From an optimization exercise on the open Yosys and OpenROAD flow, aimed at small area and a short achievable clock period; shortcuts taken in it are not production practice. Where RTL was checked, it was by simulation tests only, not by an equivalence proof against the original.

JK:
==> flow/design.v (excerpt) <==
module HFT_ALPHA_CORE #(
    parameter DATA_W        = 32,
    parameter Q_SCALE       = 16,
    parameter ALPHA_12      = 10181,
    parameter ALPHA_26      = 4854,
    parameter ALPHA_9       = 13107,
    parameter STOP_LOSS_PTS = 50
)(
    input wire clk,
    input wire reset,
    input wire valid_tick,
    input wire [DATA_W-1:0] raw_price,
    input wire [31:0] volume,
    output reg [1:0] order_signal,
    output reg order_valid
);
    function [47:0] add48;
        input [47:0] a;
        input [47:0] b;
        input        cin;
        reg   [47:0] g, p, G, P;
        integer d, i;
        begin
            p = a ^ b;
            g = a & b;
            g[0] = g[0] | (p[0] & cin);
            G = g;
            P = p;
            for (d = 1; d < 48; d = d * 2)
                for (i = 2 * d - 1; i < 48; i = i + 2 * d) begin
                    G[i] = G[i] | (P[i] & G[i - d]);
                    P[i] = P[i] & P[i - d];
                end
            for (d = 16; d >= 1; d = d / 2)
                for (i = 3 * d - 1; i < 48; i = i + 2 * d) begin
                    G[i] = G[i] | (P[i] & G[i - d]);
                    P[i] = P[i] & P[i - d];
                end
            add48 = p ^ {G[46:0], cin};
        end
    endfunction
    function [95:0] csa;
        input [47:0] x;
        input [47:0] y;
        input [47:0] z;
        begin
            csa[47:0]  = x ^ y ^ z;
            csa[95:48] = ((x & y) | (x & z) | (y & z)) << 1;
        end
    endfunction
    function [31:0] mul12;
        input [47:0] x;
        reg [95:0] r1, r2, r3;
        reg [47:0] s;
        begin
            r1 = csa((x << 13) | 48'd64, x << 11, (~x) << 6);
            r2 = csa(x << 2, x, r1[47:0]);
            r3 = csa(r1[95:48], r2[47:0], r2[95:48]);
            s  = add48(r3[47:0], r3[95:48], 1'b0);
            mul12 = s[47:16];
        end
    endfunction
    function [31:0] mul26;
        input [47:0] x;
        reg [95:0] r1, r2, r3;
  ...
Settings: LEC_CHECK=0, CAP_MARGIN=20, CORE_MARGIN=2, CORE_UTILIZATION=65, CTS_BUF_LIST=sky130_fd_sc_hd__clkbuf_4 sky130_fd_sc_hd__clkbuf_8, CTS_CLUSTER_SIZE=24, PLACE_DENSITY=0.72, SETUP_SLACK_MARGIN=2.9, SLEW_MARGIN=20, TNS_END_PERCENT=100; clock period 6.5 ns.
standard.sh (not shown) runs the stock make flow with config.mk's settings and CLKGATE_MAP_FILE= SYNTH_SCRIPT=/design/flow/synth_recipe.tcl, a recipe that flattens the netlist after the stock synthesis.
==> flow/flow/run.sh <==
#!/bin/bash
# Standard ORFS flow, except that after the standard synthesis the combinational
# logic is mapped again by ABC without the full-adder extraction (see reopt.ys).
set -euo pipefail
HERE=$(pwd)
FL=$HERE/flow
R=$HERE/orfs/results/$FLOW_PLATFORM/HFT_ALPHA_CORE/base
bash standard.sh synth > 1_synth_standard.log 2>&1
mkdir -p reopt
cp $R/1_2_yosys.v reopt/std.v
cp $FLOW_HOME/platforms/$FLOW_PLATFORM/lib/sky130_fd_sc_hd__tt_025C_1v80.lib reopt/lib.lib
cp $FL/reopt.ys $FL/keep_seq.tcl $FL/abc_run.tcl reopt/
export DONT_USE_LIST="$(grep -oE 'sky130_fd_sc_hd__(probe|lpflow)[a-z0-9_]+' $FLOW_HOME/platforms/$FLOW_PLATFORM/config.mk | sort -u | tr '\n' ' ')"
export ABC_SCRIPT=$FL/map.abc
(cd reopt && yosys -s reopt.ys) > 1_reopt_yosys.log 2>&1
rm -f reopt/lib.lib
cp reopt/reopt.v $R/1_2_yosys.v
bash standard.sh do-1_synth > 1_synth_odb.log 2>&1
bash standard.sh finish > 2_finish.log 2>&1
==> flow/flow/abc_run.tcl <==
yosys -import
set du {}
foreach c $::env(DONT_USE_LIST) { lappend du -dont_use $c }
abc -script $::env(ABC_SCRIPT) -liberty lib.lib {*}$du
==> flow/flow/keep_seq.tcl <==
yosys -import
set f [open std.v r]; set t [read $f]; close $f
foreach c [lsort -unique [regexp -all -inline {sky130_fd_sc_hd__(?:df|edf|sdf|dl)[a-z0-9_]+} $t]] {
  setattr -mod -set keep_hierarchy 1 $c
}
==> flow/flow/map.abc <==
strash
dch
map -B 0.9
strash
dch -f
map -B 0.9
topo
stime -c
buffer -c
upsize -c
dnsize -c
==> flow/flow/reopt.ys <==
# Re-map the combinational logic of the standard synthesis netlist.
# Sequential cells are kept as they are (same instances, names and cell types);
# every combinational cell is dissolved into its logic function and ABC maps it again.
read_liberty -ignore_miss_func lib.lib
read_verilog -sv std.v
hierarchy -top HFT_ALPHA_CORE
tcl keep_seq.tcl
flatten
opt_clean -purge
techmap
opt -fast
tcl abc_run.tcl
hilomap -singleton -hicell sky130_fd_sc_hd__conb_1 HI -locell sky130_fd_sc_hd__conb_1 LO
splitnets
opt_clean -purge
select HFT_ALPHA_CORE
write_verilog -noattr -selected reopt.v
[inputs] MS vs JK
# JK
export LEC_CHECK = 0
export CAP_MARGIN = 20
export CORE_MARGIN = 2
export CORE_UTILIZATION = 65
export CTS_BUF_LIST = sky130_fd_sc_hd__clkbuf_4 sky130_fd_sc_hd__clkbuf_8
export CTS_CLUSTER_SIZE = 24
export PLACE_DENSITY = 0.72
export SETUP_SLACK_MARGIN = 2.9
export SLEW_MARGIN = 20
export TNS_END_PERCENT = 100
create_clock -name core_clock -period 6.5 [get_ports {clk}]
# MS
export LEC_CHECK = 0
export CAP_MARGIN = 20
export CORE_MARGIN = 2
export CORE_UTILIZATION = 55
export SETUP_SLACK_MARGIN = 3.5
export SLEW_MARGIN = 20
export TNS_END_PERCENT = 100
create_clock -name core_clock -period 6.5 [get_ports {clk}]
==> flow/flow/map.abc <==
strash
dch
map -B 0.9
topo
stime -c
buffer -c
upsize -c
dnsize -c
[summary]
MS completed every stage of the flow, and the final layout passed the timing, design-rule and antenna checks. Taking JK as the reference, in MS wire length saw an increase, mean area per synthesized cell saw a decrease. met1 wire length of MS exceeds that of JK by more than 10%. The vias after detailed routing in JK is 0.903 times that in MS.
The following lists how AL was set up differently from MS:
# MS
export LEC_CHECK = 0
export CAP_MARGIN = 20
export CORE_MARGIN = 2
export CORE_UTILIZATION = 55
export SETUP_SLACK_MARGIN = 3.5
export SLEW_MARGIN = 20
export TNS_END_PERCENT = 100
create_clock -name core_clock -period 6.5 [get_ports {clk}]
# AL
export LEC_CHECK = 0
export CAP_MARGIN = 20
export CORE_MARGIN = 2
export CORE_UTILIZATION = 65
export PLACE_DENSITY = 0.72
export SETUP_SLACK_MARGIN = 2.7
export SLEW_MARGIN = 20
export TNS_END_PERCENT = 100
create_clock -name core_clock -period 6.5 [get_ports {clk}]
[summary]
Delta (AL minus MS): non-clock buffer count -711. Count of clock-net buffers in the final layout delta for AL relative to MS: about 8% higher. AL reports a lower wire length of the first global-routing pass than MS does. MS -> AL: number of max-slew violations in the final report delta 0, exact match. As far as total standard cell area after synthesis goes, AL and MS are indistinguishable; the numbers are identical. Endpoint arrival time on the critical path, AL and MS: smaller value in AL. The capture point of the worst path comes out diff_12[47]$_DFFE_PP0P_ in one run and prod_9[29]$_DFF_PP0_ in the other, namely in AL and MS respectively.
Edits applied to the flow inputs when going from AL to TR:
-- flow/flow/map.abc --
<<< AL, line 1
strash
dch
>>> TR, line 1
strash
dch
map -B 0.9
strash
dch
--- outcome ---
Diff AL -> TR | number of well-tap cells placed | up slightly
Per the comparison of TR with AL, highest clock frequency the design can meet held steady, post-route core utilization moved down, worst-case setup margin in the final layout now smaller, register fraction of the total cell area +0.23 points, first-pass GRT wire length has remained practically unchanged.
AL vs TR, launch point of the critical path: ema_12[0]$_DFFE_PP0P_ vs hist[20]$_DFF_PP0_
Taking AL as the reference, in TR number of iterations in the first detailed-routing pass decreased 1; global-route total usage across every layer essentially unchanged; fraction of the cycle the final worst path needs essentially unchanged.
For PW, these inputs were changed with respect to TR:
# TR
export LEC_CHECK = 0
export CAP_MARGIN = 20
export CORE_MARGIN = 2
export CORE_UTILIZATION = 65
export PLACE_DENSITY = 0.72
export SETUP_SLACK_MARGIN = 2.7
export SLEW_MARGIN = 20
export TNS_END_PERCENT = 100
create_clock -name core_clock -period 6.5 [get_ports {clk}]
# PW
export LEC_CHECK = 0
export CAP_MARGIN = 20
export CORE_MARGIN = 2
export CORE_UTILIZATION = 65
export CTS_BUF_LIST = sky130_fd_sc_hd__clkbuf_4 sky130_fd_sc_hd__clkbuf_8
export CTS_CLUSTER_SIZE = 24
export PLACE_DENSITY = 0.72
export SETUP_SLACK_MARGIN = 2.7
export SLEW_MARGIN = 20
export TNS_END_PERCENT = 100
create_clock -name core_clock -period 6.5 [get_ports {clk}]
Findings:
- In terms of sequential cell count, TR and PW differ only marginally.
- Against TR, PW reports a worst path arrival time that is higher.
- Cell area after layout of PW is on par with TR.
- In terms of area overhead of the layout relative to synthesis, PW and TR differ only marginally.
- Cmp TR and PW / cell count / higher: PW
- Any difference in number of remaining DRC errors between PW and TR is small enough to ignore.
- Sequential share of layout area essentially unchanged between PW and TR.
- The via count on PW is in line with that on TR.
- PW -> TR: average size of a mapped cell delta 0, exact match

== v28 ==
HFT_ALPHA_CORE again, from the RTL that the note above started with.
clock: 6.5 ns
lec_check: 0
cap_margin: 20
core_margin: 2
core_utilization: 75
place_density: 0.84
setup_slack_margin: 2.7
slew_margin: 20
tns_end_percent: 100
==> flow/flow/map.abc <==
strash
dch
map -B 0.9
topo
stime -c
buffer -c
upsize -c
dnsize -c
Scripts as last shown in full above: flow/flow/run.sh, flow/flow/abc_run.tcl, flow/flow/keep_seq.tcl, flow/flow/reopt.ys
No stage failed in v28, and the final checks on the layout all came back clean.
## Diff of input files: v32 against v28
Settings: swapping 2.7 for 3.0 in SETUP_SLACK_MARGIN; swapping 75 for 55 in CORE_UTILIZATION; clearing PLACE_DENSITY, which used to be 0.84.
Notes after the runs:
- v32 did not stop at any stage, and its layout met the timing, design-rule and antenna checks.
- v28 leaves less setup margin than v32.
- Portion of the clock cycle consumed by the worst path in the final layout in v32 vs v28: down 4.8 points
- In the metrics for v32 and v28, the one carrying the lower worst setup slack after placement is v32.
- v32 ended up with dfrtp_1 as its slowest stage cell on the critical path; v28 ended up with dfrtp_2.
> inputs changed (v32 -> v34)
Settings: SETUP_SLACK_MARGIN: 3.0 -> 2.2.
==> comparison <==
v34 against v32: non-clock buffer count went down by 268; sequential share of layout area went up by 2.4 points; logic depth of the worst path, buffers included went down by 4.
Per the comparison of v34 with v32, met1 usage -0.24 points; total vias in the final route -4.2%; detailed-route wire length dropped about 6%.

## run 1
Another version of the RTL of HFT_ALPHA_CORE (not shown whole).
Size: roughly 8100 cells after synthesis, roughly 70 I/O pins, ~0.050 mm^2 of cells after synthesis.
==> flow/config.mk <==
export PLATFORM = sky130hd
export DESIGN_NAME = HFT_ALPHA_CORE
export DESIGN_NICKNAME = HFT_ALPHA_CORE
export VERILOG_FILES = /design/flow/design.v
export SDC_FILE = /design/flow/constraint.sdc
export NUM_CORES = 4
export LEC_CHECK = 0
export CAP_MARGIN = 20
export CORE_MARGIN = 2
export CORE_UTILIZATION = 65
export PLACE_DENSITY = 0.72
export SETUP_SLACK_MARGIN = 2.7
export SLEW_MARGIN = 20
export TNS_END_PERCENT = 100
==> flow/constraint.sdc <==
create_clock -name core_clock -period 6.5 [get_ports {clk}]
set_input_delay 1.3000 -clock core_clock [delete_from_list [all_inputs] [get_ports {clk}]]
set_output_delay 1.3000 -clock core_clock [all_outputs]
set_load 0.01 [all_outputs]
Scripts as last shown in full above: flow/flow/run.sh, flow/flow/abc_run.tcl, flow/flow/keep_seq.tcl, flow/flow/map.abc, flow/flow/reopt.ys
#### Input delta (run 2 over run 1)
-- flow/config.mk --
<<< run 1, line 10
export CORE_UTILIZATION = 65
export PLACE_DENSITY = 0.72
export SETUP_SLACK_MARGIN = 2.7
>>> run 2, line 10
export CORE_UTILIZATION = 55
export SETUP_SLACK_MARGIN = 2.5
### Flow results
- The final layouts of run 1 and run 2 pass the timing, design-rule and antenna checks.
- Run comparison: run 1 slowest cell on the critical path sky130_fd_sc_hd__xnor2_1; run 2 slowest cell on the critical path sky130_fd_sc_hd__xor2_1
- Compared with run 1, area enclosed by the die boundary in run 2 increased by more than 10%.
- Diff run 1 -> run 2: layout-stage area growth over the synthesis result fell 1.2 points, count of clock buffers in the final design has decreased.
- Looking at run 1 and run 2, the required time of the critical path is a wash.
- Run 2 ended with less number of vias in the routed layout than run 1.
- The final instance area of run 2 falls short of that of run 1 by about 1.1%.
Function was not checked in any run of this note: the RTL went through the layout flow alone.

## job 2554
RTL: one of the versions met above, not the one the previous note started from.
Size: about 70 I/O pins.
clock: 6.5 ns
lec_check: 0
cap_margin: 20
core_margin: 2
core_utilization: 55
cts_buf_list: sky130_fd_sc_hd__clkbuf_4 sky130_fd_sc_hd__clkbuf_8
cts_cluster_size: 24
setup_slack_margin: 2.5
slew_margin: 20
tns_end_percent: 100
Scripts as last shown in full above: flow/flow/run.sh, flow/flow/abc_run.tcl, flow/flow/keep_seq.tcl, flow/flow/map.abc, flow/flow/reopt.ys
Having completed the whole flow, job 2554 delivered a layout that passed the timing, design-rule and antenna checks.
#### Input delta (job 3416 over job 2554)
# job 2554
export LEC_CHECK = 0
export CAP_MARGIN = 20
export CORE_MARGIN = 2
export CORE_UTILIZATION = 55
export CTS_BUF_LIST = sky130_fd_sc_hd__clkbuf_4 sky130_fd_sc_hd__clkbuf_8
export CTS_CLUSTER_SIZE = 24
export SETUP_SLACK_MARGIN = 2.5
export SLEW_MARGIN = 20
export TNS_END_PERCENT = 100
create_clock -name core_clock -period 6.5 [get_ports {clk}]
# job 3416
export LEC_CHECK = 0
export CAP_MARGIN = 20
export CORE_MARGIN = 2
export CORE_UTILIZATION = 65
export CTS_BUF_LIST = sky130_fd_sc_hd__clkbuf_4 sky130_fd_sc_hd__clkbuf_8
export CTS_CLUSTER_SIZE = 24
export PLACE_DENSITY = 0.72
export SETUP_SLACK_MARGIN = 2.7
export SLEW_MARGIN = 20
export TNS_END_PERCENT = 100
create_clock -name core_clock -period 6.5 [get_ports {clk}]
--- a/flow/flow/map.abc
+++ b/flow/flow/map.abc
@@ -2,2 +2,5 @@
 dch
+map -B 0.9
+strash
+dch -f
 map -B 0.9
==> run summary <==
Job 3416 went all the way through synthesis, placement and routing and the layout is clean on timing, DRC and antenna.
Compared to job 2554, job 3416 has worst setup slack 0.086 ns higher.
When job 3416 is measured against job 2554, its minimum clock period turns out 0.086 ns lower.
Compared with job 2554, job 3416 shows placed cell area that has gone down slightly.
Diff job 2554 -> job 3416: number of stages on the worst setup path up 6, highest clock rate shows an increase of about 2.4%, die boundary width went down by 24 um, number of antenna violations at the first check in global routing -2, clock tree buffer count of the final layout decreased by about 6% relative to the old numbers.
Comparing job 2554 and job 3416, the lower post-route cell area was measured on job 3416.
Changes in job 2436 relative to job 3416:
# job 3416
export LEC_CHECK = 0
export CAP_MARGIN = 20
export CORE_MARGIN = 2
export CORE_UTILIZATION = 65
export CTS_BUF_LIST = sky130_fd_sc_hd__clkbuf_4 sky130_fd_sc_hd__clkbuf_8
export CTS_CLUSTER_SIZE = 24
export PLACE_DENSITY = 0.72
export SETUP_SLACK_MARGIN = 2.7
export SLEW_MARGIN = 20
export TNS_END_PERCENT = 100
create_clock -name core_clock -period 6.5 [get_ports {clk}]
# job 2436
export LEC_CHECK = 0
export CAP_MARGIN = 20
export CORE_MARGIN = 2
export CORE_UTILIZATION = 55
export SETUP_SLACK_MARGIN = 2.5
export SLEW_MARGIN = 20
export TNS_END_PERCENT = 100
create_clock -name core_clock -period 6.5 [get_ports {clk}]
==> flow/flow/map.abc <==
strash
dch
map -B 0.9
topo
stime -c
buffer -c
upsize -c
dnsize -c
Findings:
Job 2436 — routed wire length 1.8% higher, job 3416 as reference
Compared job 2436 vs job 3416, and utilization is down in job 2436.
| buffer share of cell area | job 2436 vs job 3416 | ≈ equal |

## static timing again, ports no longer ideal
Ports are ideal in the flow. The routed layouts listed here were re-timed in OpenROAD.
Step 1 assumes that a clkbuf_16 drives the clock port and a buf_2 every other input.
Step 2 also shifts input and output timing later by t, the mid clock arrival at the registers, as if the neighbouring blocks saw the same clock.
a / b / c = ideal / step 1 / step 2; a / b = the first two.
run	t, ns	setup WS [ns]	worst hold slack (ns)	worst register clock-pin slew, ns
JK	0.776	2.892 / 2.892 / 2.329	0.473 / 0.473 / 0.473	0.07 / 0.07
MS	0.727	2.609 / 2.609 / 2.609	0.485 / 0.485 / 0.485	0.07 / 0.07
AL	0.715	2.854 / 2.855 / 2.205	0.470 / 0.470 / 0.470	0.07 / 0.07
TR	0.696	2.846 / 2.846 / 2.233	0.461 / 0.461 / 0.461	0.07 / 0.07
PW	0.764	2.858 / 2.858 / 2.204	0.455 / 0.455 / 0.455	0.08 / 0.08
v28	0.724	2.616 / 2.616 / 2.123	0.489 / 0.489 / 0.489	0.07 / 0.07
v32	0.736	2.930 / 2.930 / 2.520	0.492 / 0.492 / 0.492	0.07 / 0.07
v34	0.732	2.527 / 2.527 / 1.883	0.495 / 0.495 / 0.495	0.07 / 0.07
run 1	0.676	2.789 / 2.789 / 2.227	0.518 / 0.518 / 0.518	0.07 / 0.07
run 2	0.702	2.663 / 2.663 / 2.092	0.512 / 0.512 / 0.512	0.07 / 0.07
job 2554	0.815	2.764 / 2.786 / 1.994	0.483 / 0.483 / 0.483	0.07 / 0.07
job 3416	0.775	2.851 / 2.851 / 2.218	0.473 / 0.473 / 0.473	0.07 / 0.07
job 2436	0.734	2.754 / 2.754 / 2.083	0.491 / 0.491 / 0.491	0.07 / 0.07
After both steps setup and hold are still met in every run listed. For job 2554, which loses most, drivers alone change the setup slack by +0.022 ns; drivers and shift together by -0.770 ns.
